What follows belongs to an exercise in optimizing a design on an open flow for small area and few clock cycles; a production flow would make more cautious choices.
Function was checked by simulation only, so behaviour that the tests miss may differ from the original.
Power and IR drop assume default switching activity.

==> design/flow/design.v <==
`timescale 1ns/100ps
module util_axis_fifo #(
  parameter DATA_WIDTH = 64,
  parameter ASYNC_CLK = 0,
  parameter ADDRESS_WIDTH = 4,
  parameter M_AXIS_REGISTERED = 1
)(
  input                       m_axis_aclk,
  input                       m_axis_aresetn,
  input                       m_axis_ready,
  output                      m_axis_valid,
  output [DATA_WIDTH-1:0]     m_axis_data,
  output                      m_axis_empty,
  output [ADDRESS_WIDTH:0]    m_axis_level,
  input                       s_axis_aclk,
  input                       s_axis_aresetn,
  output                      s_axis_ready,
  input                       s_axis_valid,
  input [DATA_WIDTH-1:0]      s_axis_data,
  output                      s_axis_full,
  output [ADDRESS_WIDTH:0]    s_axis_room);
  localparam DEPTH = 1 << ADDRESS_WIDTH;
  reg [DATA_WIDTH-1:0]  mem [0:DEPTH-1];
  reg [ADDRESS_WIDTH:0] waddr;
  reg [ADDRESS_WIDTH:0] raddr;
  wire [ADDRESS_WIDTH:0] count;
  wire                  mem_full;
  wire                  mem_empty;
  wire                  wr;
  wire                  rd;
  assign count = waddr - raddr;
  assign mem_full = (count == DEPTH);
  assign mem_empty = (count == 0);
  assign s_axis_ready = ~mem_full;
  assign s_axis_full = mem_full;
  assign s_axis_room = DEPTH - count;
  assign wr = s_axis_valid & ~mem_full;
  always @(posedge s_axis_aclk)
    if (wr)
      mem[waddr[ADDRESS_WIDTH-1:0]] <= s_axis_data;
  generate
    if (M_AXIS_REGISTERED == 1) begin : g_reg
      reg                  out_valid;
      reg [DATA_WIDTH-1:0] out_data;
      assign rd = ~mem_empty & (~out_valid | m_axis_ready);
      always @(posedge m_axis_aclk) begin
        if (m_axis_aresetn == 1'b0) begin
          out_valid <= 1'b0;
        end else if (~out_valid | m_axis_ready) begin
          out_valid <= ~mem_empty;
        end
      end
      always @(posedge m_axis_aclk)
        if (rd)
          out_data <= mem[raddr[ADDRESS_WIDTH-1:0]];
      assign m_axis_valid = out_valid;
      assign m_axis_data = out_data;
      assign m_axis_empty = ~out_valid;
      assign m_axis_level = count + out_valid;
    end else begin : g_noreg
      assign rd = ~mem_empty & m_axis_ready;
      assign m_axis_valid = ~mem_empty;
      assign m_axis_data = mem[raddr[ADDRESS_WIDTH-1:0]];
      assign m_axis_empty = mem_empty;
      assign m_axis_level = count;
    end
  endgenerate
  always @(posedge s_axis_aclk) begin
    if (s_axis_aresetn == 1'b0) begin
      waddr <= 'd0;
      raddr <= 'd0;
    end else begin
      if (wr)
        waddr <= waddr + 1'b1;
      if (rd)
        raddr <= raddr + 1'b1;
    end
  end
endmodule
module rwt_sample_pack #(
  parameter UWIDTH = 56
)(
  input               clk,
  input               aresetn,
  output              s_axi_ready,
  input               s_axi_valid,
  input [3:0]         s_axi_enables,
  input [63:0]        s_axi_data,
  input [UWIDTH-1:0]  s_axi_user,
  input               s_axi_last,
  input               m_axi_ready,
  output              m_axi_valid,
  output [63:0]       m_axi_data,
  output [UWIDTH-1:0] m_axi_user,
  output              m_axi_last
);
  wire        en_a = |s_axi_enables[1:0];
  wire        en_b = |s_axi_enables[3:2];
  wire        both = en_a & en_b;
  wire [31:0] half = en_a ? s_axi_data[31:0] : s_axi_data[63:32];
  reg         out_valid;
  reg         hold_valid;
  reg [31:0]  out_hi;       
  reg [31:0]  out_lo;
  reg [UWIDTH-1:0] out_user;
  reg         out_last;     
  wire        free = ~out_valid | m_axi_ready;
  assign s_axi_ready = free;
  assign m_axi_valid = out_valid;
  assign m_axi_data  = {out_hi, out_lo};
  assign m_axi_user  = out_user;
  assign m_axi_last  = out_last;
  always @(posedge clk)
  begin
    if (aresetn == 1'b0) begin
      out_valid <= 1'b0;
      hold_valid <= 1'b0;
    end else if (free) begin
      out_valid <= s_axi_valid & (hold_valid | both);
      if (s_axi_valid)
        hold_valid <= ~hold_valid & ~both;
    end
  end
  always @(posedge clk)
  begin
    if (free) begin
      out_lo <= half;
      out_user <= s_axi_user;
      out_last <= s_axi_last | (hold_valid & out_last);
      if (~hold_valid)
        out_hi <= (en_a & ~en_b) ? s_axi_data[31:0] : s_axi_data[63:32];
    end
  end
endmodule
==> design/flow/run.sh <==
#!/bin/bash
# synth_recipe.tcl (not shown) runs the flow's synth.tcl, then flattens the netlist and writes it again
# the make line also repeats each setting of config.mk as NAME=value (left out here)
make -C /OpenROAD-flow-scripts/flow DESIGN_CONFIG=/design/flow/config.mk WORK_HOME=/design/flow/orfs CLKGATE_MAP_FILE= SYNTH_SCRIPT=/design/flow/synth_recipe.tcl finish
==> design/flow/config.mk <==
export PLATFORM = sky130hd
export DESIGN_NAME = rwt_sample_pack
export DESIGN_NICKNAME = rwt_sample_pack
export VERILOG_FILES = /design/flow/design.v
export SDC_FILE = /design/flow/constraint.sdc
export NUM_CORES = 4
export LEC_CHECK = 0
export CAP_MARGIN = 20
export CORE_MARGIN = 2
export CORE_UTILIZATION = 40
export PLACE_DENSITY = 0.6
export SLEW_MARGIN = 20
==> design/flow/constraint.sdc <==
create_clock -name core_clock -period 4.0 [get_ports {clk}]
set_input_delay 0.8000 -clock core_clock [delete_from_list [all_inputs] [get_ports {clk}]]
set_output_delay 0.8000 -clock core_clock [all_outputs]
set_load 0.01 [all_outputs]
==> summary.md, run 1 <==
| Metric | Value |
|---|---|
| Seq/Total Area, Yosys | 0.7927 |
| Fin. max-slew vios | 0 |
| # setup viols final | 0 |
| Commonest non-fill, non-tap cell in the layout | clkdlybuf4s50_1 |
| Global-route wire length before repair | 18.77 mm |
| Clock root cell | clkbuf_16 |
| Area grow syn2layout | 69.52% |
| Initial antenna violation count | 0 |
| Lkg Pwr | 2.981 nW |
| Core area | 11,370 µm² |
| Initial Util | 0.4076 |
| Hold Crit Endpoint | out_last |
| Period utilization | 0.7088 |
| Antenna-violating nets left | 0 |
| CP dominant cell by count | clkdlybuf4s50_1 |
| Syn Nets | 335 |
| GR Util All Layers | 0.2053 |
| Final Critical Period | roughly 2.8 ns |
| Critical Path Source Type | primary input |
| Clk_skew | 0.007447 ns |
| Number of port buffers | between 200 and 300 |
| Max incr delay on CP | 0.64 ns |
| Pwr per Cell Area | 449.0 nW/µm² |
| Postcts setup bufs | 0 |
| Total die area | roughly 12,000 µm² |
| Max Buffers Root-to-Sink | 2 |
| Die height | ~110 µm |
| Least-Margin Pin Slew | between 1 and 1.5 ns |
| Htree depth | 4 |
| TritonCTS buffer count | 17 |
| Detailed-route wire length per cell | 20.12 µm |
| Clock-pin slew on the worst setup and hold paths | ~0.050 ns |
| I/O Pins | 252 |
| R2r startpoint | out_valid |
| FF/Latch Area | 3674 µm² |
| Max_slew headroom | 0.2945 |
| Peak VDD IR | 0.2944 mV |
| GR Overflow Total | 0 |
| CTS Sinks | about 120 |
| Max-cap violations | 0 |
| # fillers | 834 |
| CP arrival | 2.04 ns |
| RSZ-0062 raised after global routing | no |
| Power Total | 3.527 mW |
| Ratio of cells with drive above 1 in the final layout | 0.1967 |
| Worst-path maximum fanout | 3 |
| Cell Area, Synth | approximately 4600 µm² |
| RR Endpoint | out_lo[17] |
| Final hold violation count | 0 |
| Number of distinct library cells after synthesis | 17 |
| Hold path cells | 1 |
| DR vias/cell | 4.754 |
| Nets | 601 |
| Number of synthesis warnings | 1 |
| Bufs and invs on worst path | 2 |
| Total Wirelength | 12.60 mm |
| Post-CTS Hold Buffers | 0 |
| Cells after synthesis | 206 |
| Iteration-0 DRC count of the detailed router | roughly 150 |
| Multi-input logic area | 930.9 µm² |
| Via count | roughly 3,000 |
| R2R setup slack | 2.05 ns |
| Crit path kind | in2out |
| Std-Cell Rows | 39 |
| Vias in the first global route | between 3,000 and 4,000 |
| Seq cells post-synth | 123 |
| Share of power burned in registers | 0.449 |
| Most frequent cells in the layout | clkdlybuf4s50_1 (251), edfxtp_1 (121), mux2_2 (34) |
| Gpl congestion | 0.7695 |
| Avg Synthesized Cell Area | 22.50 µm² |
| Worst-Skew Late Latency | 0.40 ns |
| Family with the most delay on the worst path | buffers and inverters |
| Final HPWL DP | around 9.3 mm |
| HP Start | out_last |
| Internal | about 2.8 mW |
| TritonRoute pass-1 iters | 5 |
| Crit path required time | 3.20 ns |
| Die X | 111.6 µm |
| Post-CTS sizing | 0 |
| Hold crit path type | reg2reg |
| Logic pwr share | 0.155 |
| TritonCTS clock tree | built |
| Antenna diodes | 0 |
| FF-to-FF path depth | 3 |
| CP endpoint kind | output pin |
| Sw Ratio | 0.2072 |
| Power share of the clock group | 0.396 |
| Final TNS setup | 0 ns |
| Maximum clock rate | ~350 MHz |
| Critical-path top delay cell | clkdlybuf4s50_1 |
| DRC viols | 0 |
| NetSw | 0.7310 mW |
| Status | finished clean |
| Sequence of cells on the critical path | clkdlybuf4s50_1, nand2b_4, clkdlybuf4s50_1 |
| Largest net degree at the start of global routing | 50 |
==> kinds of logic (layout without fill, tap and decap cells) <==
| kind of cell | count (synthesis) | after routing | synth area share |
|---|---|---|---|
| and+or+nand+nor | 6 | 6 | 0.006482 |
| AOI/OAI and AO/OA | 6 | 6 | 0.009449 |
| buffers and inverters | 7 | 284 | 0.01161 |
| DFF | 123 | 123 | 0.7927 |
| muxes | 64 | 64 | 0.1798 |
==> metrics by stage <==
step	std cells	hold WS (ns)	setup WS [ns]	util	area, µm²
CTS	626	0.5544	1.129	0.6910	7856
global placement	596	0.5490	1.007	0.6437	7318
floorplan	206	0.5789	0.4463	-	4639
global route	626	0.5722	1.109	0.6910	7856
finish	626	0.5537	1.165	0.6910	7856
detailed placement	596	0.5414	0.9973	0.6437	7318
==> registers in the layout (all words and copies together) (netlist names) <==
signal / count
hold_valid: 1
out_lo: 32
out_hi: 32
out_last: 1
out_valid: 1
out_user: 56
==> layout make-up <==
type | count | area share
Clock buffer | 19 | 0.05510
Clock inverter | 11 | 0.01338
Multi-Input combinational cell | 76 | 0.1185
Sequential cell | 123 | 0.4676
Tap cell | 143 | 0.02277
Timing Repair Buffer | 254 | 0.3227
==> worst max-delay path by stage <==
| stage | from | to | cells past startpoint |
|---|---|---|---|
| 2_1_floorplan | m_axi_ready | out_hi[0] | 2 |
| 3_3_place_gp | s_axi_enables[1] | out_hi[1] | 4 |
| 3_5_place_dp | s_axi_enables[1] | out_hi[23] | 4 |
| 4_1_cts | m_axi_ready | s_axi_ready | 3 |
| 5_1_grt | m_axi_ready | s_axi_ready | 3 |
| 6_report | m_axi_ready | s_axi_ready | 3 |
==> power by group through the flow <==
stage | sequential [mW] | clock, mW | combinational (mW)
floorplan | 1.67 | 0 | 0.108
global placement | 1.61 | 0 | 0.546
detailed placement | 1.61 | 0 | 0.550
CTS | 1.59 | 1.42 | 0.553
global route | 1.59 | 1.49 | 0.575
finish | 1.58 | 1.40 | 0.546
==> worst register-to-register path, cell delays in order, from the launching register on <==
cell and delay [ns]:
dfxtp_1 0.33, nand2b_4 0.08, buf_4 0.52, buf_4 0.62
==> cell usage after synthesis (all sizes together) <==
| cell type | count | share of area |
|---|---|---|
| a21boi | 1 | 0.0016 |
| a21o | 1 | 0.0016 |
| a21oi | 1 | 0.0011 |
| a41o | 1 | 0.0022 |
| buf | 7 | 0.012 |
| dfxtp | 2 | 0.0086 |
| edfxtp | 121 | 0.78 |
| mux2 | 64 | 0.18 |
| nand2 | 1 | 0.00081 |
| nand2b | 1 | 0.0014 |
| nor2 | 2 | 0.0016 |
| nor2b | 1 | 0.0014 |
| o21ai | 1 | 0.0011 |
| o22a | 1 | 0.0019 |
| or3 | 1 | 0.0014 |
==> layer usage <==
layer	GRT usage	vias to the layer above	wire (µm)
met5	0	-	0
met4	0.09136	0	319
met3	0.08165	21	1153
met2	0.3240	171	6134
met1	0.2505	1425	4989
li1	-	1359	-
Testbench counts, summed over its fixed seeds: cycles 26,703.
==> run 2, diff against run 1 <==
==> design/flow/flow/run.sh (new file) <==
#!/bin/bash
# The standard layout, with every port buffered by the smallest buffer
# (sky130_fd_sc_hd__buf_1) instead of the one buffer_ports picks by default.
set -euo pipefail
bash standard.sh "BUFFER_PORTS_ARGS=-buffer_cell sky130_fd_sc_hd__buf_1" finish > make_finish.log 2>&1
==> design/flow/standard.sh (new file) <==
#!/bin/bash
# synth_recipe.tcl (not shown) runs the flow's synth.tcl, then flattens the netlist and writes it again
# the make line also repeats each setting of config.mk as NAME=value (left out here)
make -C /OpenROAD-flow-scripts/flow DESIGN_CONFIG=/design/flow/config.mk WORK_HOME=/design/flow/orfs CLKGATE_MAP_FILE= SYNTH_SCRIPT=/design/flow/synth_recipe.tcl "${@:-finish}"
--- a/design/flow/config.mk
+++ b/design/flow/config.mk
@@ -5,8 +5,10 @@
 export SDC_FILE = /design/flow/constraint.sdc
 export NUM_CORES = 4
 export LEC_CHECK = 0
+export ABC_AREA = 1
 export CAP_MARGIN = 20
 export CORE_MARGIN = 2
-export CORE_UTILIZATION = 40
+export CORE_UTILIZATION = 35
+export CTS_BUF_LIST = sky130_fd_sc_hd__clkbuf_4
 export PLACE_DENSITY = 0.6
 export SLEW_MARGIN = 20
removed: design/flow/run.sh
==> run 2 against run 1 <==
Sequential share of layout area grew 13 points. Clock power decreased by 34%. Critical endpoint unchanged. Largest power group unchanged. Area after synthesis is 2.8% higher. First-iteration DRC count grew 27%. Synthesized cell count is 55% higher. Total power shrank 19%. Critical path type is now reg2out. Count of clock-buffer cells in the layout decreased by 1. Combinational power down 38%. Critical path depth up 1.
==> summary.md, run 2 <==
| Metric | Value |
|---|---|
| Logic pwr share | 0.119 (-0.036) |
| Clock root cell | clkbuf_4 |
| Internal | 2.104 mW (-25%) |
| Pwr per Cell Area | 462.4 nW/µm² (+3.0%) |
| Nets | 708 (+18%) |
| Largest Register | out_user |
| Number of synthesized flops with an enable pin | 121 (unchanged) |
| Top flop regs | out_user (56), out_hi (32), out_lo (32) |
| Top-area cell type share of the netlist area | 0.7624 (-0.02161) |
| Max_slew headroom | 0.3174 (+0.02283) |
| Seq/Total Area, Yosys | 0.7708 (-0.02185) |
| Family with the most delay on the worst path | buffers and inverters |
| CP endpoint kind | output pin |
| Cells after synthesis | 319 (+55%) |
| CP arrival | 1.86 ns (-0.18 ns) |
| Total die area | 14,570 µm² (+17%) |
| Final hold violation count | 0 (unchanged) |
| Die height | 120.7 µm (+8.1%) |
| Seq cells post-synth | 123 (unchanged) |
| Max-cap violations | 0 (unchanged) |
| FF/Latch Area | 3674 µm² (unchanged) |
| Power share of the clock group | 0.323 (-0.073) |
| Final HPWL DP | 8.047 mm (-14%) |
| Status | finished clean |
| Sw Ratio | 0.2608 (+0.05355) |
| Detailed-route wire length per cell | 14.42 µm (-28%) |
| Final TNS setup | 0 ns (unchanged) |
| Multi-input logic area | 837.1 µm² (-10%) |
| Bufs and invs on worst path | 3 (+1) |
| Cell Area, Synth | 4766 µm² (+2.8%) |
| TritonCTS buffer count | 17 (unchanged) |
| Ratio of cells with drive above 1 in the final layout | 0.1706 (-0.02608) |
| Critical Path Source Type | flip-flop |
| Hold crit path type | in2reg |
| Lkg Pwr | 2.262 nW (-24%) |
| Number of distinct library cells after synthesis | 16 (-1) |
| Htree depth | 4 (unchanged) |
| Initial Util | 0.3585 (-0.04915) |
| Hold_ws | 0.4364 ns (-0.1173 ns) |
| TritonRoute pass-1 iters | 4 (-1) |
| Max incr delay on CP | 0.36 ns (-0.28 ns) |
| Peak VDD IR | 0.1452 mV (-51%) |
| Fin. max-slew vios | 0 (unchanged) |
| Least-Margin Pin Slew | 1.022 ns (-0.03573 ns) |
| Most frequent cells in the layout | buf_1 (251), edfxtp_1 (121), nand2_1 (41) |
| Leading area contributor after synthesis | edfxtp_1 |
| Max FFs per register | 56 (unchanged) |
| Worst-Skew Late Latency | 0.52 ns (+0.12 ns) |
| Std-Cell Rows | 42 (+7.7%) |
| Antenna-violating nets left | 0 (unchanged) |
| I/O Pins | 252 (unchanged) |
| Most frequent cell after synthesis | edfxtp_1 |
| DR vias/cell | 4.322 (-9.1%) |
| Crit path kind | reg2out |
| DRC viols | 0 (unchanged) |
| Async SR Flop Fraction | 0 (unchanged) |
| Initial antenna violation count | 1 (+1) |
| Vias in the first global route | 3,179 (+5.6%) |
| Final Critical Period | 2.663 ns (-0.1717 ns) |
| Post-CTS sizing | 0 (unchanged) |
| RSZ-0062 raised after global routing | no |
| Crit path required time | 3.20 ns (about the same) |
| Synth area leaders | edfxtp_1 (76%), o21ai_2 (5.9%), nand2_2 (3.7%), o21ai_1 (3.4%), nand2_1 (3.2%) |
| Post-CTS Hold Buffers | 0 (unchanged) |
| GR Overflow Total | 0 (unchanged) |
| Die X | 120.7 µm (+8.1%) |
| Global-route wire length before repair | 16.19 mm (-14%) |
| Via count | 3,324 (+12%) |
| Max Buffers Root-to-Sink | 2 (unchanged) |
| Largest net degree at the start of global routing | 65 (+30%) |
| Number of synthesis warnings | 1 (unchanged) |
| Share of power burned in registers | 0.558 (+0.109) |
| # setup viols final | 0 (unchanged) |
| Period utilization | 0.6659 (-0.04293) |
| CTS Sinks | 123 (unchanged) |
| Clk_skew | 0.01357 ns (+0.006128 ns) |
| Worst-path maximum fanout | 47 (+44) |
| Main flop type after synthesis | edfxtp_1 |
| Sequence of cells on the critical path | inv_1, nor2_1, inv_4, buf_1 |
| # fillers | 1,295 (+55%) |
| Clock-pin slew on the worst setup and hold paths | 0.12 ns (+0.07 ns) |
| Synth top cells by count | edfxtp_1 (121), nand2_1 (41), inv_1 (38), o21ai_1 (32), o21ai_2 (32) |
| NetSw | 0.7422 mW (+1.5%) |
| Commonest non-fill, non-tap cell in the layout | buf_1 |
| Core area | 13,300 µm² (+17%) |
| Postcts setup bufs | 0 (unchanged) |
| GR Util All Layers | 0.1506 (-0.05467) |
| Number of port buffers | 251 (unchanged) |
| Area grow syn2layout | 29.14% |
| Iteration-0 DRC count of the detailed router | 193 (+27%) |
| Critical-path top delay cell | dfxtp_1 |
| Syn Nets | 448 (+34%) |
| Total Wirelength | 11.09 mm (-12%) |
| Avg Synthesized Cell Area | 14.94 µm² (-34%) |
| TritonCTS clock tree | built |
| Gpl congestion | 0.7808 (+1.5%) |
| Maximum clock rate | 375.5 MHz (+6.4%) |
-- run 2: changes by cell type after synthesis, moves of 3 or more --
cell	previous run	this run
nand2_2	0	28
mux2_4	30	0
nor2_1	2	5
buf_4	0	3
o21ai_1	0	32
nand2_1	1	41
inv_1	0	38
inv_2	0	4
o21ai_2	0	32
buf_6	3	6
mux2_2	34	0
-- run 2: per-layer routing --
| metal | share of wire | track usage | up-vias | wire [µm] |
|---|---|---|---|---|
| li1 | - | - | 1643 | - |
| met1 | 0.39 | 0.1651 | 1510 | 4302 |
| met2 | 0.51 | 0.2585 | 156 | 5622 |
| met3 | 0.087 | 0.05755 | 15 | 959 |
| met4 | 0.018 | 0.06759 | 0 | 202 |
| met5 | 0 | 0 | - | 0 |
-- run 2: path summary, 6_finish.rpt --
kind                            slack, ns      startpoint           end  cells after the start
worst min-delay path                 0.44  s_axi_user[23]  out_user[23]                      1
worst max-delay path                 1.34       out_valid   s_axi_ready                      4
worst min register to register       0.59      hold_valid    hold_valid                      2
worst max register to register       2.07       out_valid   out_user[4]                      4
-- run 2: power by group through the flow --
stage               Combinational (mW)  Sequential, mW  Clock (mW)
floorplan                        0.120            1.68           0
global placement                 0.339            1.62           0
detailed placement               0.345            1.62           0
CTS                              0.346            1.59       0.952
global route                     0.376            1.60        1.01
finish                           0.338            1.59       0.919
-- run 2: through the flow --
step                utilization  setup slack (ns)  power [mW]  instances  area [µm²]
finish                   0.4629             1.337       2.846        769        6155
global route             0.4629             1.158       2.985        769        6155
CTS                      0.4627             1.261       2.889        768        6152
detailed placement       0.4399             1.365       1.966        736        5848
global placement         0.4399             1.396       1.956        736        5848
floorplan                     -            0.5532       1.803        319        4766
-- run 2: layout make-up --
cell class / instances / share of cell area
tap: 176 / 0.03578
timing repair buffer: 253 / 0.1555
sequential: 123 / 0.5969
antenna: 1 / 0.0004066
clock buffer: 18 / 0.02196
inverter: 42 / 0.02602
clock inverter: 14 / 0.02744
multi-input combinational: 142 / 0.1360
-- run 2: kinds of logic after synthesis --
| kind of cell | after synthesis | synth area share |
|---|---|---|
| simple gates | 76 | 0.07903 |
| buf+inv | 54 | 0.05513 |
| compound gates | 66 | 0.09504 |
| flops | 123 | 0.7708 |
==> run 3, diff against run 2 <==
--- a/design/flow/config.mk
+++ b/design/flow/config.mk
@@ -8,7 +8,7 @@
 export ABC_AREA = 1
 export CAP_MARGIN = 20
 export CORE_MARGIN = 2
-export CORE_UTILIZATION = 35
+export CORE_UTILIZATION = 50
 export CTS_BUF_LIST = sky130_fd_sc_hd__clkbuf_4
 export PLACE_DENSITY = 0.6
 export SLEW_MARGIN = 20
==> run 3 against run 2 <==
Still clean. Via count fell by 0.90%. Sequential share of layout area is 0.39 points higher. Fmax down 2.7%. Final cell count down 6.2%. Synthesized cell count unchanged. First-iteration DRC count is 28% lower. Setup slack worse by 0.073 ns. Cell area fell by 0.65%. Critical path type unchanged.
==> summary.md, run 3 <==
| Metric | Value |
|---|---|
| Number of synthesis warnings | 1 (unchanged) |
| Post-Place Cells | 688 (-6.5%) |
| CTS Sinks | 123 (unchanged) |
| Critical Path Source Type | flip-flop |
| I/O Pins | 252 (unchanged) |
| Hold path cells | 1 (unchanged) |
| Synth area leaders | edfxtp_1 (76%), o21ai_2 (5.9%), nand2_2 (3.7%), o21ai_1 (3.4%), nand2_1 (3.2%) |
| Core Util, Final | 0.6617 (+0.1988) |
| Worst-path maximum fanout | 28 (-40%) |
| Power Total | 2.844 mW (about the same) |
| Die height | 101.6 µm (-16%) |
| Peak VDD IR | 0.2098 mV (+44%) |
| Max Buffers Root-to-Sink | 2 (unchanged) |
| Worst-Skew Late Latency | 0.50 ns (-0.02 ns) |
| Final TNS setup | 0 ns (unchanged) |
| GR Util All Layers | 0.2079 (+0.05732) |
| Max FFs per register | 56 (unchanged) |
| Synth top cells by count | edfxtp_1 (121), nand2_1 (41), inv_1 (38), o21ai_1 (32), o21ai_2 (32) |
| Area grow syn2layout | 28.30% |
| Avg Synthesized Cell Area | 14.94 µm² (unchanged) |
| Post-CTS Hold Buffers | 0 (unchanged) |
| Iteration-0 DRC count of the detailed router | 139 (-28%) |
| Core area | 9240 µm² (-31%) |
| Seq/Total Area, Yosys | 0.7708 (unchanged) |
| Final Critical Period | 2.737 ns (+0.07333 ns) |
| Main flop type after synthesis | edfxtp_1 |
| Postcts setup bufs | 0 (unchanged) |
| Final hold violation count | 0 (unchanged) |
| RR Endpoint | out_lo[1] |
| Max-cap violations | 0 (unchanged) |
| TritonCTS clock tree | built |
| Most frequent cell after synthesis | edfxtp_1 |
| Hold crit path type | in2reg |
| Total die area | 10,330 µm² (-29%) |
| Clock-pin slew on the worst setup and hold paths | 0.11 ns (about the same) |
| Initial Util | 0.5158 (+0.1573) |
| Detailed-route wire length per cell | 15.01 µm (+4.1%) |
| DR vias/cell | 4.569 (+5.7%) |
| Final Cell Area | 6115 µm² (-0.65%) |
| Cell Area, Synth | 4766 µm² (unchanged) |
| Max_slew headroom | 0.3128 (-0.004615) |
| Top flop regs | out_user (56), out_hi (32), out_lo (32) |
| FF-to-FF path depth | 4 (unchanged) |
| Die X | 101.6 µm (-16%) |
| CP endpoint kind | output pin |
| Largest Register | out_user |
| CP arrival | 1.94 ns (+0.08 ns) |
| Hold Crit Endpoint | out_user[1] |
| Syn Nets | 448 (unchanged) |
| HP Start | s_axi_user[1] |
| Nets | 708 (unchanged) |
| Dpl cell area | 5781 µm² (-1.2%) |
| Clock root cell | clkbuf_4 |
| Finished Layout Cells | 721 (-6.2%) |
| Initial antenna violation count | 0 (-1) |
| Period utilization | 0.6842 (+0.01833) |
| Top-area cell type share of the netlist area | 0.7624 (unchanged) |
| Final HPWL DP | 7.682 mm (-4.5%) |
| Number of port buffers | 251 (unchanged) |
| Fin. max-slew vios | 0 (unchanged) |
| Dpl ws | 1.264 ns (-0.1011 ns) |
| Htree depth | 4 (unchanged) |
| Pwr per Cell Area | 465.2 nW/µm² (+0.60%) |
| Gpl congestion | 0.7700 (-1.4%) |
| TritonRoute pass-1 iters | 4 (unchanged) |
| DRC viols | 0 (unchanged) |
| RSZ-0062 raised after global routing | no |
| Hold_ws | 0.4635 ns (+0.02713 ns) |
| Status | finished clean |
| Most frequent cells in the layout | buf_1 (251), edfxtp_1 (121), nand2_1 (41) |
| # setup viols final | 0 (unchanged) |
| Post-CTS sizing | 0 (unchanged) |
| Via count | 3,294 (-0.90%) |
| Least-Margin Pin Slew | 1.029 ns (+0.006913 ns) |
| R2r startpoint | out_valid |
| TritonCTS buffer count | 17 (unchanged) |
| Ratio of cells with drive above 1 in the final layout | 0.1706 (unchanged) |
| Total Wirelength | 10.82 mm (-2.4%) |
| Cells after synthesis | 319 (unchanged) |
| Std-Cell Rows | 35 (-17%) |
| Antenna diodes | 0 (-1) |
| GR Overflow Total | 0 (unchanged) |
| Seq cells post-synth | 123 (unchanged) |
| Async SR Flop Fraction | 0 (unchanged) |
| Crit path kind | reg2out |
| Crit path required time | 3.20 ns (about the same) |
| Number of distinct library cells after synthesis | 16 (unchanged) |
| Clk_skew | 0.01752 ns (+0.003945 ns) |
| Commonest non-fill, non-tap cell in the layout | buf_1 |
| Worst setup margin | 1.263 ns (-0.07333 ns) |
| Vias in the first global route | 3,108 (-2.2%) |
| Number of synthesized flops with an enable pin | 121 (unchanged) |
| Leading area contributor after synthesis | edfxtp_1 |
| Antenna-violating nets left | 0 (unchanged) |
| Global-route wire length before repair | 15.73 mm (-2.9%) |
| Largest net degree at the start of global routing | 65 (unchanged) |
| Lkg Pwr | 2.290 nW (+1.2%) |
| Maximum clock rate | 365.4 MHz (-2.7%) |
| R2R setup slack | 1.84 ns (-0.23 ns) |
==> run 3: cell count changes in the layout (fill, tap and decap cells not counted), sizes merged <==
cell      change
clkinv        +6
clkinvlp      -5
diode         -1
inv           -1
==> run 3: layout make-up <==
type / instances / area (µm²)
multi-input combinational: 142 / 837.1
inverter: 42 / 158.9
timing repair buffer: 253 / 977.2
clock buffer: 18 / 135.1
clock inverter: 14 / 171.4
tap: 129 / 161.4
fill: 752 / 3126
sequential: 123 / 3674
==> run 3: per-layer routing <==
layer,vias to the layer above,wire (µm),GRT usage,share of wire
met1,1497,4132,0.2322,0.38
met4,0,99,0.07900,0.0091
li1,1636,-,-,-
met2,152,5637,0.3583,0.52
met5,-,0,0,0
met3,9,952,0.08213,0.088
==> run 3: critical path, cell delays in order (launching register included) <==
cell,delay (ns)
dfxtp_1,0.36
inv_1,0.04
nor2_1,0.28
clkinv_2,0.50
buf_1,0.26
==> run 3: power breakdown <==
part | switching, mW | internal, mW
clock network | 0.474 | 0.444
registers | 0.0310 | 1.55
logic | 0.229 | 0.113
==> run 3: worst max-delay path by stage <==
stage | end | slack, ns | cells after the start | from
global placement | s_axi_ready | 1.29 | 4 | m_axi_ready
global route | s_axi_ready | 1.10 | 4 | out_valid
finish | s_axi_ready | 1.26 | 4 | out_valid
detailed placement | s_axi_ready | 1.26 | 4 | m_axi_ready
CTS | s_axi_ready | 1.21 | 4 | out_valid
floorplan | s_axi_ready | 0.55 | 2 | m_axi_ready
==> run 3: cell families after synthesis <==
group,after synthesis,synth area share
AO/OA/AOI/OAI,66,0.09504
buffers and inverters,54,0.05513
flip-flops,123,0.7708
AND/OR/NAND/NOR,76,0.07903
==> run 4, diff against run 3 <==
==> design/flow/flow/run.sh (replaced) <==
#!/bin/bash
# The standard layout, with two changes: every port is buffered by the
# smallest buffer (sky130_fd_sc_hd__buf_1) instead of the one buffer_ports
# picks by default, and after global routing cells off the critical paths are
# downsized (repair_timing -recover_power).
set -euo pipefail
bash standard.sh "BUFFER_PORTS_ARGS=-buffer_cell sky130_fd_sc_hd__buf_1" RECOVER_POWER=100 finish > make_finish.log 2>&1
--- a/design/flow/config.mk
+++ b/design/flow/config.mk
@@ -5,10 +5,10 @@
 export SDC_FILE = /design/flow/constraint.sdc
 export NUM_CORES = 4
 export LEC_CHECK = 0
-export ABC_AREA = 1
 export CAP_MARGIN = 20
 export CORE_MARGIN = 2
-export CORE_UTILIZATION = 50
+export CORE_UTILIZATION = 35
 export CTS_BUF_LIST = sky130_fd_sc_hd__clkbuf_4
+export CTS_CLUSTER_SIZE = 12
 export PLACE_DENSITY = 0.6
 export SLEW_MARGIN = 20
==> run 4 against run 3 <==
Sequential share of layout area increased by 1.7 points. The layout now fails its checks (max-capacitance violations, max-slew violations). Setup slack better by 0.13 ns. Critical path depth is the same. Clock power decreased by 4.4%. Largest power group unchanged. Via count down 12%. Fmax rose by 4.9%. Area after synthesis is 2.8% lower. Worst hold slack lost 0.012 ns. Sequential cell count did not move. Largest cell class unchanged. Synthesized cell count shrank 35%. Wire length is 5.3% lower.
==> summary.md, run 4 <==
| Metric | Value |
|---|---|
| Max FFs per register | 56 (unchanged) |
| Status | failed layout checks |
| Worst-Skew Late Latency | 0.51 ns (about the same) |
| Via count | 2,906 (-12%) |
| Leading area contributor after synthesis | edfxtp_1 |
| Maximum clock rate | 383.2 MHz (+4.9%) |
| Initial antenna violation count | 0 (unchanged) |
| Postcts setup bufs | 0 (unchanged) |
| Clock root cell | clkbuf_4 |
| Iteration-0 DRC count of the detailed router | 176 (+27%) |
| Final Critical Period | 2.610 ns (-0.1271 ns) |
| Violated checks | max-capacitance violations, max-slew violations |
| Core area | 13,090 µm² (+42%) |
| Global-route wire length before repair | 14.79 mm (-5.9%) |
| DRC viols | 0 (unchanged) |
| Clock-pin slew on the worst setup and hold paths | 0.12 ns (about the same) |
| Clk_skew | 0.01542 ns (-0.002100 ns) |
| Hold crit path type | in2reg |
| GR Overflow Total | 0 (unchanged) |
| I/O Pins | 252 (unchanged) |
| Vias in the first global route | 2,951 (-5.1%) |
| Nets | 600 (-15%) |
| Seq cells post-synth | 123 (unchanged) |
| Most frequent cells in the layout | buf_1 (250), edfxtp_1 (121), mux2_2 (33) |
| Commonest non-fill, non-tap cell in the layout | buf_1 |
| Max Buffers Root-to-Sink | 2 (unchanged) |
| Post-CTS sizing | 0 (unchanged) |
| Worst-path maximum fanout | 32 (+14%) |
| Die X | 119.1 µm (+17%) |
| Max-cap violations | 2 (+2) |
| Peak VDD IR | 0.1821 mV (-13%) |
| Dpl cell area | 5782 µm² (about the same) |
| Max_slew headroom | -0.2786 (-0.5914) |
| Period utilization | 0.6524 (-0.03179) |
| Lkg Pwr | 2.015 nW (-12%) |
| Crit path kind | in2reg |
| CP endpoint kind | flip-flop |
| Number of synthesized flops with an enable pin | 121 (unchanged) |
| Number of distinct library cells after synthesis | 17 (+1) |
| Largest Register | out_user |
| Final HPWL DP | 7.378 mm (-3.9%) |
| Synth top cells by count | edfxtp_1 (121), mux2_2 (34), mux2_4 (30), buf_2 (4), buf_6 (3) |
| Post-CTS Hold Buffers | 0 (unchanged) |
| Total die area | 14,180 µm² (+37%) |
| Initial Util | 0.3542 (-0.1616) |
| TritonCTS clock tree | built |
| Top flop regs | out_user (56), out_hi (32), out_lo (32) |
| Async SR Flop Fraction | 0 (unchanged) |
| Pwr per Cell Area | 462.6 nW/µm² (-0.55%) |
| Synth area leaders | edfxtp_1 (78%), mux2_4 (9.7%), mux2_2 (8.3%), dfxtp_1 (0.86%), buf_6 (0.73%) |
| TritonRoute pass-1 iters | 4 (unchanged) |
| Die height | 119.1 µm (+17%) |
| Main flop type after synthesis | edfxtp_1 |
| Std-Cell Rows | 42 (+20%) |
| RSZ-0062 raised after global routing | no |
| # setup viols final | 0 (unchanged) |
| Htree depth | 4 (unchanged) |
| Least-Margin Pin Slew | 1.918 ns (+0.8885 ns) |
| CP arrival | 2.87 ns (+0.93 ns) |
| Final TNS setup | 0 ns (unchanged) |
| Crit path required time | 4.26 ns (+1.06 ns) |
| Number of port buffers | 251 (unchanged) |
| Detailed-route wire length per cell | 15.53 µm (+3.5%) |
| Cells after synthesis | 206 (-35%) |
| Number of synthesis warnings | 1 (unchanged) |
| Final Cell Area | 5951 µm² (-2.7%) |
| Syn Nets | 335 (-25%) |
| Avg Synthesized Cell Area | 22.50 µm² (+51%) |
| GR Util All Layers | 0.1416 (-0.06632) |
| Largest net degree at the start of global routing | 55 (-15%) |
| Antenna diodes | 0 (unchanged) |
| Gpl congestion | 0.6767 (-12%) |
| Final hold violation count | 0 (unchanged) |
| Antenna-violating nets left | 0 (unchanged) |
| Fin. max-slew vios | 66 (+66) |
| Seq/Total Area, Yosys | 0.7927 (+0.02185) |
| Critical Path Source Type | primary input |
| TritonCTS buffer count | 17 (unchanged) |
| DR vias/cell | 4.403 (-3.6%) |
| Area grow syn2layout | 28.40% (about the same) |
| CTS Sinks | 123 (unchanged) |
| Top-area cell type share of the netlist area | 0.7840 (+0.02161) |
| Ratio of cells with drive above 1 in the final layout | 0.1405 (-0.03011) |
| Cell Area, Synth | 4634 µm² (-2.8%) |
| Most frequent cell after synthesis | edfxtp_1 |
| Total Wirelength | 10.25 mm (-5.3%) |
run 4: cell types whose count changed in the layout (fill, tap and decap cells not counted), sizes merged, moves of 3 or more:
cell / change
nand2: -69
mux2: +64
o21ai: -63
inv: -39
buf: -3
clkinv: -3
nor2: -3
run 4: report_power, final:
group / total [mW] / leakage [nW] / internal, mW / switching (mW)
clock: 0.878 / 0.145 / 0.381 / 0.496
sequential: 1.58 / 1.27 / 1.55 / 0.0307
combinational: 0.298 / 0.596 / 0.114 / 0.183
total: 2.75 / 2.01 / 2.04 / 0.710
run 4: cells by family (layout without fill, tap and decap cells):
kind of cell    Yosys count  in the layout  synth area share
compound gates            6              6          0.009449
flops                   123            123            0.7927
buf+inv                   7            285           0.01161
simple gates              6              6          0.006482
mux                      64             64            0.1798
run 4: through the flow:
step	cells	hold slack [ns]	util	worst slack, ns	power, mW
after detailed placement	628	0.5681	0.4419	1.314	1.937
after CTS	660	0.3714	0.4643	1.562	2.827
final	660	0.4519	0.4548	1.390	2.753
after global placement	628	0.5477	0.4419	1.362	1.929
after global routing	660	0.3564	0.4548	1.131	2.886
after floorplan	206	0.5789	-	0.4463	1.777
run 4: final cells by class:
type | instances | area [µm²]
timing repair buffer | 253 | 950.9
clock inverter | 15 | 166.4
multi-input combinational | 76 | 812.0
sequential | 123 | 3674
tap | 176 | 220.2
clock buffer | 17 | 127.6
fill | 1256 | 7134
run 4: per-layer routing:
layer  wire [µm]  track usage  part of all wire
met1        3899       0.1481              0.38
met2        5231       0.2421              0.51
met3        1019      0.06849             0.099
met4          98      0.06027            0.0096
met5           0            0                 0
run 4: final timing paths:
| path | slack [ns] | endpoint | from | cells past startpoint |
|---|---|---|---|---|
| worst min-delay path | 0.45 | out_user[5] | s_axi_user[5] | 1 |
| worst max-delay path | 1.39 | out_lo[20] | s_axi_enables[1] | 4 |
| worst min register to register | 0.59 | out_last | out_last | 1 |
| worst max register to register | 1.44 | out_hi[16] | out_valid | 2 |
run 4: critical path, stage by stage:
cell and delay [ns]:
buf_1 0.11, nor2_4 0.11, clkbuf_1 1.38, mux2_2 0.45
==> run 5, diff against run 4 <==
--- a/design/flow/config.mk
+++ b/design/flow/config.mk
@@ -9,6 +9,5 @@
 export CORE_MARGIN = 2
 export CORE_UTILIZATION = 35
 export CTS_BUF_LIST = sky130_fd_sc_hd__clkbuf_4
-export CTS_CLUSTER_SIZE = 12
 export PLACE_DENSITY = 0.6
 export SLEW_MARGIN = 20
==> run 5 against run 4 <==
The layout still fails its checks (max-capacitance violations, max-slew violations). Clock power hardly changed. Sequential share of layout area unchanged. Critical endpoint unchanged. Clock skew stayed put. Largest cell class unchanged. Sequential cell count is the same. Setup slack is the same.
==> summary.md, run 5 <==
| Metric | Value |
|---|---|
| Clk_skew | 0.01542 ns (unchanged) |
| GR Overflow Total | 0 (unchanged) |
| Ratio of cells with drive above 1 in the final layout | 0.1405 (unchanged) |
| Max-cap violations | 2 (unchanged) |
| TritonRoute pass-1 iters | 4 (unchanged) |
| Hold crit path type | in2reg |
| Final Critical Period | 2.610 ns (unchanged) |
| Most frequent cells in the layout | buf_1 (250), edfxtp_1 (121), mux2_2 (33) |
| TritonCTS buffer count | 17 (unchanged) |
| Seq cells post-synth | 123 (unchanged) |
| Crit path kind | in2reg |
| R2R setup slack | 1.44 ns (about the same) |
| Std-Cell Rows | 42 (unchanged) |
| Status | failed layout checks |
| GR Util All Layers | 0.1416 (unchanged) |
| Number of synthesis warnings | 1 (unchanged) |
| Largest net degree at the start of global routing | 55 (unchanged) |
| TritonCTS clock tree | built |
| Worst-path maximum fanout | 32 (unchanged) |
| RR Endpoint | out_hi[16] |
| Antenna diodes | 0 (unchanged) |
| Worst-Skew Late Latency | 0.51 ns (about the same) |
| Die height | 119.1 µm (unchanged) |
| Commonest non-fill, non-tap cell in the layout | buf_1 |
| Seq/Total Area, Yosys | 0.7927 (unchanged) |
| Largest Register | out_user |
| Final hold violation count | 0 (unchanged) |
| Area grow syn2layout | 28.40% (unchanged) |
| Multi-input logic area | 812.0 µm² (unchanged) |
| Number of port buffers | 251 (unchanged) |
| RSZ-0062 raised after global routing | no |
| Global-route wire length before repair | 14.79 mm (unchanged) |
| Avg Synthesized Cell Area | 22.50 µm² (unchanged) |
| Final TNS setup | 0 ns (unchanged) |
| Total die area | 14,180 µm² (unchanged) |
| Max_slew headroom | -0.2786 (unchanged) |
| CP arrival | 2.87 ns (about the same) |
| Number of synthesized flops with an enable pin | 121 (unchanged) |
| Leading area contributor after synthesis | edfxtp_1 |
| Number of distinct library cells after synthesis | 17 (unchanged) |
| I/O Pins | 252 (unchanged) |
| Pwr per Cell Area | 462.6 nW/µm² (unchanged) |
| Critical Path Source Type | primary input |
| Cell Area, Synth | 4634 µm² (unchanged) |
| Top flop regs | out_user (56), out_hi (32), out_lo (32) |
| Max FFs per register | 56 (unchanged) |
| Fin. max-slew vios | 66 (unchanged) |
| DRC viols | 0 (unchanged) |
| FF/Latch Area | 3674 µm² (unchanged) |
| Post-CTS sizing | 0 (unchanged) |
| Least-Margin Pin Slew | 1.918 ns (unchanged) |
| Htree depth | 4 (unchanged) |
| Die X | 119.1 µm (unchanged) |
| DR vias/cell | 4.403 (unchanged) |
| Clock root cell | clkbuf_4 |
| Hold_ws | 0.4519 ns (unchanged) |
| Gpl congestion | 0.6767 (unchanged) |
| Core area | 13,090 µm² (unchanged) |
| Iteration-0 DRC count of the detailed router | 176 (unchanged) |
| Async SR Flop Fraction | 0 (unchanged) |
| Top-area cell type share of the netlist area | 0.7840 (unchanged) |
| Period utilization | 0.6524 (unchanged) |
| Max Buffers Root-to-Sink | 2 (unchanged) |
| Initial antenna violation count | 0 (unchanged) |
| # setup viols final | 0 (unchanged) |
| Antenna-violating nets left | 0 (unchanged) |
| Maximum clock rate | 383.2 MHz (unchanged) |
| Final HPWL DP | 7.378 mm (unchanged) |
| FF-to-FF path depth | 2 (unchanged) |
| Vias in the first global route | 2,951 (unchanged) |
| R2r startpoint | out_valid |
| Worst setup path startpoint | s_axi_enables[1] |
| Postcts setup bufs | 0 (unchanged) |
| Violated checks | max-capacitance violations, max-slew violations |
| Clock-pin slew on the worst setup and hold paths | 0.12 ns (about the same) |
| CP endpoint kind | flip-flop |
| Synth top cells by count | edfxtp_1 (121), mux2_2 (34), mux2_4 (30), buf_2 (4), buf_6 (3) |
| Nets | 600 (unchanged) |
| Via count | 2,906 (unchanged) |
| Initial Util | 0.3542 (unchanged) |
| Total Wirelength | 10.25 mm (unchanged) |
| Critical path destination | out_lo[20] |
| Peak VDD IR | 0.1821 mV (unchanged) |
| Lkg Pwr | 2.015 nW (unchanged) |
| Crit path required time | 4.26 ns (about the same) |
| Post-CTS Hold Buffers | 0 (unchanged) |
| Detailed-route wire length per cell | 15.53 µm (unchanged) |
| Main flop type after synthesis | edfxtp_1 |
| # fillers | 1,256 (unchanged) |
| Syn Nets | 335 (unchanged) |
| Most frequent cell after synthesis | edfxtp_1 |
| CTS Sinks | 123 (unchanged) |
| Synth area leaders | edfxtp_1 (78%), mux2_4 (9.7%), mux2_2 (8.3%), dfxtp_1 (0.86%), buf_6 (0.73%) |
| Cells after synthesis | 206 (unchanged) |
## run 5: cell counts after synthesis
No cell type changed its count.
## run 5: worst min-delay path by stage
stage	endpoint	cells past startpoint	start	slack, ns
detailed placement	out_last	1	out_last	0.57
floorplan	out_valid	2	hold_valid	0.58
global placement	out_last	1	out_last	0.55
CTS	out_user[5]	1	s_axi_user[5]	0.37
global route	out_user[40]	1	s_axi_user[40]	0.36
finish	out_user[5]	1	s_axi_user[5]	0.45
## run 5: stage by stage
step | power, mW | area, µm² | utilization | setup slack (ns) | std cells
floorplan | 1.777 | 4639 | - | 0.4463 | 206
global placement | 1.929 | 5782 | 0.4419 | 1.362 | 628
detailed placement | 1.937 | 5782 | 0.4419 | 1.314 | 628
CTS | 2.827 | 6076 | 0.4643 | 1.562 | 660
global route | 2.886 | 5951 | 0.4548 | 1.131 | 660
finish | 2.753 | 5951 | 0.4548 | 1.390 | 660
## run 5: critical path: stages
cell,delay [ns]
buf_1,0.11
nor2_4,0.11
clkbuf_1,1.38
mux2_2,0.45
## run 5: cell families after synthesis
logic type | synth area share
flops | 0.7927
compound gates | 0.009449
mux | 0.1798
simple gates | 0.006482
buf+inv | 0.01161
## run 5: report_power, final
part	switching (mW)	internal, mW	total (mW)
sequential	0.0307	1.55	1.58
combinational	0.183	0.114	0.298
clock	0.496	0.381	0.878
## run 5: area by class of cell
class	instances	area share
flip-flops and latches	123	0.6173
well taps	176	0.03701
clock inverters	15	0.02796
multi-input cells	76	0.1365
repair buffers	253	0.1598
clock buffers	17	0.02145
## run 5: per-layer routing
layer | wire [µm] | vias to the layer above | track usage
met1 | 3899 | 1372 | 0.1481
met2 | 5231 | 164 | 0.2421
met5 | 0 | - | 0
met3 | 1019 | 8 | 0.06849
met4 | 98 | 0 | 0.06027
li1 | - | 1362 | -
==> run 6, diff against run 5 <==
==> design/flow/flow/run.sh (replaced) <==
#!/bin/bash
# The standard layout, with two changes: every port is buffered by the
# smallest buffer (sky130_fd_sc_hd__buf_1) instead of the one buffer_ports
# picks by default, and before the placement's repair_design, cells off the
# critical paths are downsized (repair_timing -recover_power, in
# flow/pre_resize.tcl); repair_design then fixes any slew or load the
# downsizing broke.
set -euo pipefail
bash standard.sh "BUFFER_PORTS_ARGS=-buffer_cell sky130_fd_sc_hd__buf_1" \
  "PRE_RESIZE_TCL=$(pwd)/flow/pre_resize.tcl" finish > make_finish.log 2>&1
==> design/flow/flow/pre_resize.tcl (new file) <==
# Downsize cells off the critical paths before repair_design.
set_dont_use $::env(DONT_USE_CELLS)
estimate_parasitics -placement
repair_timing -verbose -recover_power 100
--- a/design/flow/config.mk
+++ b/design/flow/config.mk
@@ -8,6 +8,6 @@
 export CAP_MARGIN = 20
 export CORE_MARGIN = 2
 export CORE_UTILIZATION = 35
-export CTS_BUF_LIST = sky130_fd_sc_hd__clkbuf_4
+export CTS_BUF_LIST = sky130_fd_sc_hd__clkbuf_4 sky130_fd_sc_hd__clkbuf_8
 export PLACE_DENSITY = 0.6
 export SLEW_MARGIN = 20
==> run 6 against run 5 <==
Now clean on timing, DRC and antenna. Via count up 0.72%. Worst hold slack better by 0.087 ns. Largest power group unchanged. First-iteration DRC count shrank 39%. Clock skew decreased by 0.0068 ns. Non-clock buffer count increased by 2. Synthesized cell count stayed put. Register-to-register slack better by 0.62 ns. Wire length hardly changed. Final cell count grew 0.30%.
==> summary.md, run 6 <==
| Metric | Value |
|---|---|
| Status | finished clean |
| Ratio of cells with drive above 1 in the final layout | 0.1502 (+0.009710) |
| Postcts setup bufs | 0 (unchanged) |
| Synth top cells by count | edfxtp_1 (121), mux2_2 (34), mux2_4 (30), buf_2 (4), buf_6 (3) |
| Top-area cell type share of the netlist area | 0.7840 (unchanged) |
| Bufs and invs on worst path | 2 (unchanged) |
| Avg Synthesized Cell Area | 22.50 µm² (unchanged) |
| Critical path destination | s_axi_ready |
| Final Critical Period | 2.353 ns (-0.2562 ns) |
| Initial Util | 0.3542 (unchanged) |
| Fin. max-slew vios | 0 (-100%) |
| Pwr per Cell Area | 488.9 nW/µm² (+5.7%) |
| Worst-path maximum fanout | 41 (+28%) |
| RSZ-0062 raised after global routing | no |
| # setup viols final | 0 (unchanged) |
| Vias in the first global route | 2,942 (-0.30%) |
| Critical-path top delay cell | nand2b_4 |
| Worst setup margin | 1.647 ns (+0.2562 ns) |
| Via count | 2,927 (+0.72%) |
| Max incr delay on CP | 0.46 ns (-0.92 ns) |
| Critical Path Source Type | primary input |
| Detailed-route wire length per cell | 15.47 µm (-0.40%) |
| I/O Pins | 252 (unchanged) |
| Iteration-0 DRC count of the detailed router | 108 (-39%) |
| Crit. path cell count | 3 (-1) |
| Dpl ws | 1.464 ns (+0.1498 ns) |
| Largest Register | out_user |
| Seq/Total Area, Yosys | 0.7927 (unchanged) |
| Top flop regs | out_user (56), out_hi (32), out_lo (32) |
| Clk_skew | 0.008666 ns (-0.006753 ns) |
| Total Wirelength | 10.24 mm (about the same) |
| Number of synthesized flops with an enable pin | 121 (unchanged) |
| Lkg Pwr | 2.103 nW (+4.4%) |
| Period utilization | 0.5883 (-0.06405) |
| Max-cap violations | 0 (-2) |
| R2R setup slack | 2.06 ns (+0.62 ns) |
| DRC viols | 0 (unchanged) |
| Antenna diodes | 0 (unchanged) |
| CP arrival | 1.55 ns (-1.32 ns) |
| Cells after synthesis | 206 (unchanged) |
| R2r startpoint | out_valid |
| Max Buffers Root-to-Sink | 2 (unchanged) |
| Initial antenna violation count | 0 (unchanged) |
| Antenna-violating nets left | 0 (unchanged) |
| Gpl congestion | 0.6767 (unchanged) |
| Main flop type after synthesis | edfxtp_1 |
| Post-CTS Hold Buffers | 0 (unchanged) |
| HP Start | s_axi_user[12] |
| Met1 GRT Util | 0.1586 (+0.01050) |
| RR Endpoint | out_user[52] |
| Number of synthesis warnings | 1 (unchanged) |
| Crit path kind | in2out |
| Final hold violation count | 0 (unchanged) |
| Met2 Usage GRT | 0.2432 (+0.001078) |
| Commonest non-fill, non-tap cell in the layout | buf_1 |
| Met3 GRT Util | 0.06513 (-0.003352) |
| CP dominant cell by count | buf_1 |
| Most frequent cells in the layout | buf_1 (250), edfxtp_1 (121), mux2_2 (34) |
| Peak VDD IR | 0.1786 mV (-1.9%) |
| Clock root cell | clkbuf_8 |
| GR Overflow Total | 0 (unchanged) |
| Area grow syn2layout | 32.26% |
| Htree depth | 4 (unchanged) |
| CP endpoint kind | output pin |
| FF-to-FF path depth | 2 (unchanged) |
| Total die area | 14,180 µm² (unchanged) |
| Global-route wire length before repair | 15.24 mm (+3.0%) |
| Most frequent cell after synthesis | edfxtp_1 |
| Most Used Layer, Global Route | met2 |
| DR vias/cell | 4.421 (+0.42%) |
| TritonCTS clock tree | built |
| Maximum clock rate | 424.9 MHz (+11%) |
| GR Util All Layers | 0.1453 (+0.003747) |
| Die X | 119.1 µm (unchanged) |
| Final HPWL DP | 7.464 mm (+1.2%) |
| Worst-Skew Late Latency | 0.42 ns (-0.09 ns) |
| Cell Area, Synth | 4634 µm² (unchanged) |
| Final TNS setup | 0 ns (unchanged) |
| Std-Cell Rows | 42 (unchanged) |
| Syn Nets | 335 (unchanged) |
| Seq cells post-synth | 123 (unchanged) |
| Family with the most delay on the worst path | simple AND/OR/NAND/NOR gates |
| TritonRoute pass-1 iters | 4 (unchanged) |
| TritonCTS buffer count | 17 (unchanged) |
| Largest net degree at the start of global routing | 55 (unchanged) |
| Post-CTS sizing | 0 (unchanged) |
| Core area | 13,090 µm² (unchanged) |
| Crit path required time | 3.20 ns (-1.06 ns) |
| Number of port buffers | 251 (unchanged) |
| Async SR Flop Fraction | 0 (unchanged) |
| Clock-pin slew on the worst setup and hold paths | 0.07 ns (-0.05 ns) |
| Nets | 602 (+0.33%) |
| Worst setup path startpoint | m_axi_ready |
| Die height | 119.1 µm (unchanged) |
| CTS Sinks | 123 (unchanged) |
| Power Total | 2.997 mW (+8.9%) |
| Sequence of cells on the critical path | buf_1, nand2b_4, buf_1 |
| Leading area contributor after synthesis | edfxtp_1 |
| Synth area leaders | edfxtp_1 (78%), mux2_4 (9.7%), mux2_2 (8.3%), dfxtp_1 (0.86%), buf_6 (0.73%) |
| Max FFs per register | 56 (unchanged) |
| Max_slew headroom | 0.4683 (+0.7469) |
| Hold crit path type | in2reg |
| Number of distinct library cells after synthesis | 17 (unchanged) |
| Least-Margin Pin Slew | 0.7976 ns (-1.120 ns) |
==> run 6: per-layer routing <==
| metal | share of wire | vias up |
|---|---|---|
| met5 | 0 | - |
| met4 | 0.019 | 0 |
| met3 | 0.10 | 15 |
| met2 | 0.51 | 159 |
| met1 | 0.37 | 1391 |
| li1 | - | 1362 |
==> run 6: cell type report <==
class / instances / area, µm²
fill: 1229 / 6955
multi-input combinational: 76 / 818.3
tap: 176 / 220.2
timing repair buffer: 255 / 1010
sequential: 123 / 3674
clock buffer: 17 / 234.0
clock inverter: 15 / 173.9
==> run 6: through the flow <==
stage	hold WS [ns]	instance area, µm²	cells	utilization
after floorplan	0.5789	4639	206	-
after global placement	0.5477	5782	628	0.4419
after detailed placement	0.5491	5722	630	0.4373
after CTS	0.4992	6130	662	0.4684
after global routing	0.5019	6130	662	0.4684
final	0.5391	6130	662	0.4684
==> run 6: worst reg2reg max path, delay by kind of cell, from the launching register on <==
family | cells | cell delay (ns)
AND/OR/NAND/NOR | 1 | 0.43
flip-flops | 1 | 0.35
buffers and inverters | 1 | 0.76
==> run 6: kinds of logic after synthesis <==
logic type | Yosys count | synth area share
muxes | 64 | 0.1798
and+or+nand+nor | 6 | 0.006482
AOI/OAI and AO/OA | 6 | 0.009449
buffers and inverters | 7 | 0.01161
DFF | 123 | 0.7927
==> run 6: worst min path at each step <==
stage / end / slack [ns] / cells after the start
floorplan: out_valid / 0.58 / 2
global route: out_user[17] / 0.50 / 1
global placement: out_last / 0.55 / 1
CTS: out_user[51] / 0.50 / 1
finish: out_user[12] / 0.54 / 1
detailed placement: out_last / 0.55 / 1
==> run 6: power by group <==
group          internal (mW)  leakage [nW]  total [mW]  switching, mW
Clock                  0.615         0.196        1.11          0.496
Sequential              1.55          1.27        1.58         0.0315
Combinational          0.122         0.633       0.307          0.185
Total                   2.28          2.10        3.00          0.712
==> run 7, diff against run 6 <==
==> design/flow/config.mk (replaced) <==
export PLATFORM = sky130hd
export DESIGN_NAME = rwt_sample_pack
export DESIGN_NICKNAME = rwt_sample_pack
export VERILOG_FILES = /design/flow/design.v
export SDC_FILE = /design/flow/constraint.sdc
export NUM_CORES = 4
export LEC_CHECK = 0
export CAP_MARGIN = 5
export CORE_MARGIN = 2
export CORE_UTILIZATION = 35
export CTS_BUF_LIST = sky130_fd_sc_hd__clkbuf_4
export PLACE_DENSITY = 0.6
export SLEW_MARGIN = 5
==> run 7 against run 6 <==
Register-to-register slack gained 0.07 ns. Final cell count is the same. Core utilization down 0.95 points. Wire length is 0.68% higher. Combinational power barely moved. Fmax is 0.14% lower. Setup slack worse by 0.0032 ns. First-iteration DRC count grew 8.3%. Die area is the same. Non-clock buffer count unchanged. Via count decreased by 1.5%. Sequential cell count unchanged. Still clean.
==> summary.md, run 7 <==
| Metric | Value |
|---|---|
| Status | finished clean |
| Sw Ratio | 0.2607 (+0.02299) |
| Crit path required time | 3.20 ns (about the same) |
| Top-area cell type share of the netlist area | 0.7840 (unchanged) |
| Die height | 119.1 µm (unchanged) |
| Core area | 13,090 µm² (unchanged) |
| R2R setup slack | 2.13 ns (+0.07 ns) |
| Max Buffers Root-to-Sink | 2 (unchanged) |
| Antenna-violating nets left | 0 (unchanged) |
| Initial Util | 0.3542 (unchanged) |
| Share of power burned in registers | 0.569 (+0.042) |
| Synth area leaders | edfxtp_1 (78%), mux2_4 (9.7%), mux2_2 (8.3%), dfxtp_1 (0.86%), buf_6 (0.73%) |
| Worst-path maximum fanout | 41 (unchanged) |
| Core Util, Final | 0.4590 (-0.009466) |
| Syn Nets | 335 (unchanged) |
| Met1 GRT Util | 0.1631 (+0.004485) |
| CP dominant cell by count | buf_1 |
| Met2 Usage GRT | 0.2428 (-0.0003592) |
| Gpl congestion | 0.6767 (unchanged) |
| Critical-path top delay cell | nand2b_4 |
| Worst setup margin | 1.643 ns (-0.003230 ns) |
| Commonest non-fill, non-tap cell in the layout | buf_1 |
| Antenna diodes | 0 (unchanged) |
| Seq cells post-synth | 123 (unchanged) |
| Hold_ws | 0.4295 ns (-0.1095 ns) |
| Max-cap violations | 0 (unchanged) |
| Area grow syn2layout | 29.59% |
| Max incr delay on CP | 0.47 ns (about the same) |
| Htree depth | 4 (unchanged) |
| Main flop type after synthesis | edfxtp_1 |
| Largest net degree at the start of global routing | 55 (unchanged) |
| Power Total | 2.771 mW (-7.5%) |
| Crit path kind | in2out |
| Dpl cell area | 5692 µm² (-0.52%) |
| Cell Area, Synth | 4634 µm² (unchanged) |
| Number of port buffers | 251 (unchanged) |
| Synth top cells by count | edfxtp_1 (121), mux2_2 (34), mux2_4 (30), buf_2 (4), buf_6 (3) |
| Number of synthesized flops with an enable pin | 121 (unchanged) |
| Period utilization | 0.5892 (+0.0008075) |
| Sequence of cells on the critical path | buf_1, nand2b_4, buf_1 |
| Finished Layout Cells | 662 (unchanged) |
| Max_slew headroom | 0.3992 (-0.06907) |
| Worst-Skew Late Latency | 0.53 ns (+0.11 ns) |
| Total Wirelength | 10.31 mm (+0.68%) |
| Number of synthesis warnings | 1 (unchanged) |
| Peak VDD IR | 0.1839 mV (+2.9%) |
| CP arrival | 1.56 ns (about the same) |
| Most frequent cell after synthesis | edfxtp_1 |
| Leading area contributor after synthesis | edfxtp_1 |
| Postcts setup bufs | 0 (unchanged) |
| Clock root cell | clkbuf_4 |
| Clk_skew | 0.01548 ns (+0.006810 ns) |
| Most frequent cells in the layout | buf_1 (250), edfxtp_1 (121), mux2_2 (34) |
| Vias in the first global route | 2,968 (+0.88%) |
| NetSw | 0.7224 mW (+1.4%) |
| RSZ-0062 raised after global routing | no |
| TritonCTS clock tree | built |
| Maximum clock rate | 424.3 MHz (-0.14%) |
| TritonCTS buffer count | 17 (unchanged) |
| Post-Place Cells | 629 (-0.16%) |
| CP endpoint kind | output pin |
| Critical Path Source Type | primary input |
| Final Critical Period | 2.357 ns (+0.003230 ns) |
| Nets | 602 (unchanged) |
| Initial antenna violation count | 0 (unchanged) |
| Max FFs per register | 56 (unchanged) |
| Die X | 119.1 µm (unchanged) |
| Power share of the clock group | 0.321 (-0.050) |
| Clock-pin slew on the worst setup and hold paths | 0.12 ns (+0.05 ns) |
| Detailed-route wire length per cell | 15.57 µm (+0.68%) |
| Final hold violation count | 0 (unchanged) |
| Top flop regs | out_user (56), out_hi (32), out_lo (32) |
| GR Util All Layers | 0.1456 (+0.0002224) |
| Internal | 2.048 mW (-10%) |
| Total die area | 14,180 µm² (unchanged) |
| Iteration-0 DRC count of the detailed router | 117 (+8.3%) |
| Met3 GRT Util | 0.05747 (-0.007663) |
| Pwr per Cell Area | 461.4 nW/µm² (-5.6%) |
| Via count | 2,884 (-1.5%) |
| Cells after synthesis | 206 (unchanged) |
| Number of distinct library cells after synthesis | 17 (unchanged) |
| Dpl ws | 1.060 ns (-0.4041 ns) |
| DR vias/cell | 4.356 (-1.5%) |
| Least-Margin Pin Slew | 0.9012 ns (+0.1036 ns) |
| Post-CTS Hold Buffers | 0 (unchanged) |
| Final Cell Area | 6006 µm² (-2.0%) |
| TritonRoute pass-1 iters | 4 (unchanged) |
| Largest Register | out_user |
| Ratio of cells with drive above 1 in the final layout | 0.1523 (+0.002058) |
| Post-CTS sizing | 0 (unchanged) |
| Fin. max-slew vios | 0 (unchanged) |
| Std-Cell Rows | 42 (unchanged) |
| Lkg Pwr | 2.059 nW (-2.1%) |
| Global-route wire length before repair | 15.21 mm (-0.14%) |
| Avg Synthesized Cell Area | 22.50 µm² (unchanged) |
| Final HPWL DP | 7.383 mm (-1.1%) |
| CTS Sinks | 123 (unchanged) |
| Async SR Flop Fraction | 0 (unchanged) |
| Seq/Total Area, Yosys | 0.7927 (unchanged) |
| GR Overflow Total | 0 (unchanged) |
| Hold crit path type | in2reg |
| DRC viols | 0 (unchanged) |
| I/O Pins | 252 (unchanged) |
| Final TNS setup | 0 ns (unchanged) |
| # setup viols final | 0 (unchanged) |
| Logic pwr share | 0.110 (+0.008) |
| Most Used Layer, Global Route | met2 |
-- run 7: changes by cell type in the layout (fill, tap and decap cells not counted), moves of 2 or more --
cell / before / now
clkinvlp_4: 4 / 2
clkbuf_4: 1 / 17
clkbuf_8: 17 / 0
clkinv_4: 2 / 5
-- run 7: logic make-up (layout without fill, tap and decap cells) --
kind of cell           count (synthesis)  count (layout)  synth area share
flip-flops                           123             123            0.7927
buffers and inverters                  7             287           0.01161
multiplexers                          64              64            0.1798
AO/OA/AOI/OAI                          6               6          0.009449
AND/OR/NAND/NOR                        6               6          0.006482
-- run 7: metal layers --
layer	vias up	wire, µm
met5	-	0
met4	0	165
met3	12	905
met2	155	5127
met1	1355	4110
li1	1362	-
-- run 7: final timing paths --
kind                   from           end  depth (start not counted)
max             m_axi_ready   s_axi_ready                          3
min          s_axi_user[55]  out_user[55]                          1
max reg2reg       out_valid     out_lo[1]                          3
min reg2reg        out_last      out_last                          1
-- run 7: final cells by class --
| type | count | area [µm²] |
|---|---|---|
| clock buffers | 17 | 127.6 |
| clock inverters | 15 | 166.4 |
| fillers | 1215 | 7079 |
| multi-input cells | 76 | 818.3 |
| flip-flops and latches | 123 | 3674 |
| well taps | 176 | 220.2 |
| repair buffers | 255 | 999.7 |
-- run 7: critical path, delay by kind of cell --
kind	cells	cell delay (ns)
AND/OR/NAND/NOR	1	0.47
buffers and inverters	2	0.28
-- run 7: power groups by stage --
stage | sequential (mW) | combinational, mW | clock [mW]
floorplan | 1.67 | 0.108 | 0
global placement | 1.61 | 0.323 | 0
detailed placement | 1.61 | 0.308 | 0
CTS | 1.58 | 0.310 | 0.922
global route | 1.59 | 0.335 | 0.971
finish | 1.58 | 0.305 | 0.889

## port drivers added, routing unchanged
Ports are ideal in the flow. The routed layouts listed here were re-timed in OpenROAD. Step 1 sets driving cells, clkbuf_16 on the clock port and buf_2 on the other inputs (assumed; they add their load-dependent delay and slew). Step 2, shift: input delay + t, output delay - t, t = (earliest + latest rising clock arrival at the registers) / 2. This alone moves slack from input paths to output paths. Slacks: ideal / step 1 / step 2; pairs: ideal / step 1.
run	shift t [ns]	slack for setup (ns)	hold slack, ns
run 1	0.443	1.165 / 1.132 / 0.996	0.554 / 0.554 / 0.554
run 2	0.546	1.337 / 1.303 / 1.353	0.436 / 0.424 / 0.589
run 3	0.519	1.263 / 1.234 / 1.247	0.464 / 0.459 / 0.569
run 4	0.527	1.390 / 1.399 / 0.872	0.452 / 0.448 / 0.590
run 5	0.527	1.390 / 1.399 / 0.872	0.452 / 0.448 / 0.590
run 6	0.451	1.647 / 1.625 / 1.469	0.539 / 0.533 / 0.573
run 7	0.552	1.643 / 1.621 / 1.480	0.430 / 0.426 / 0.592
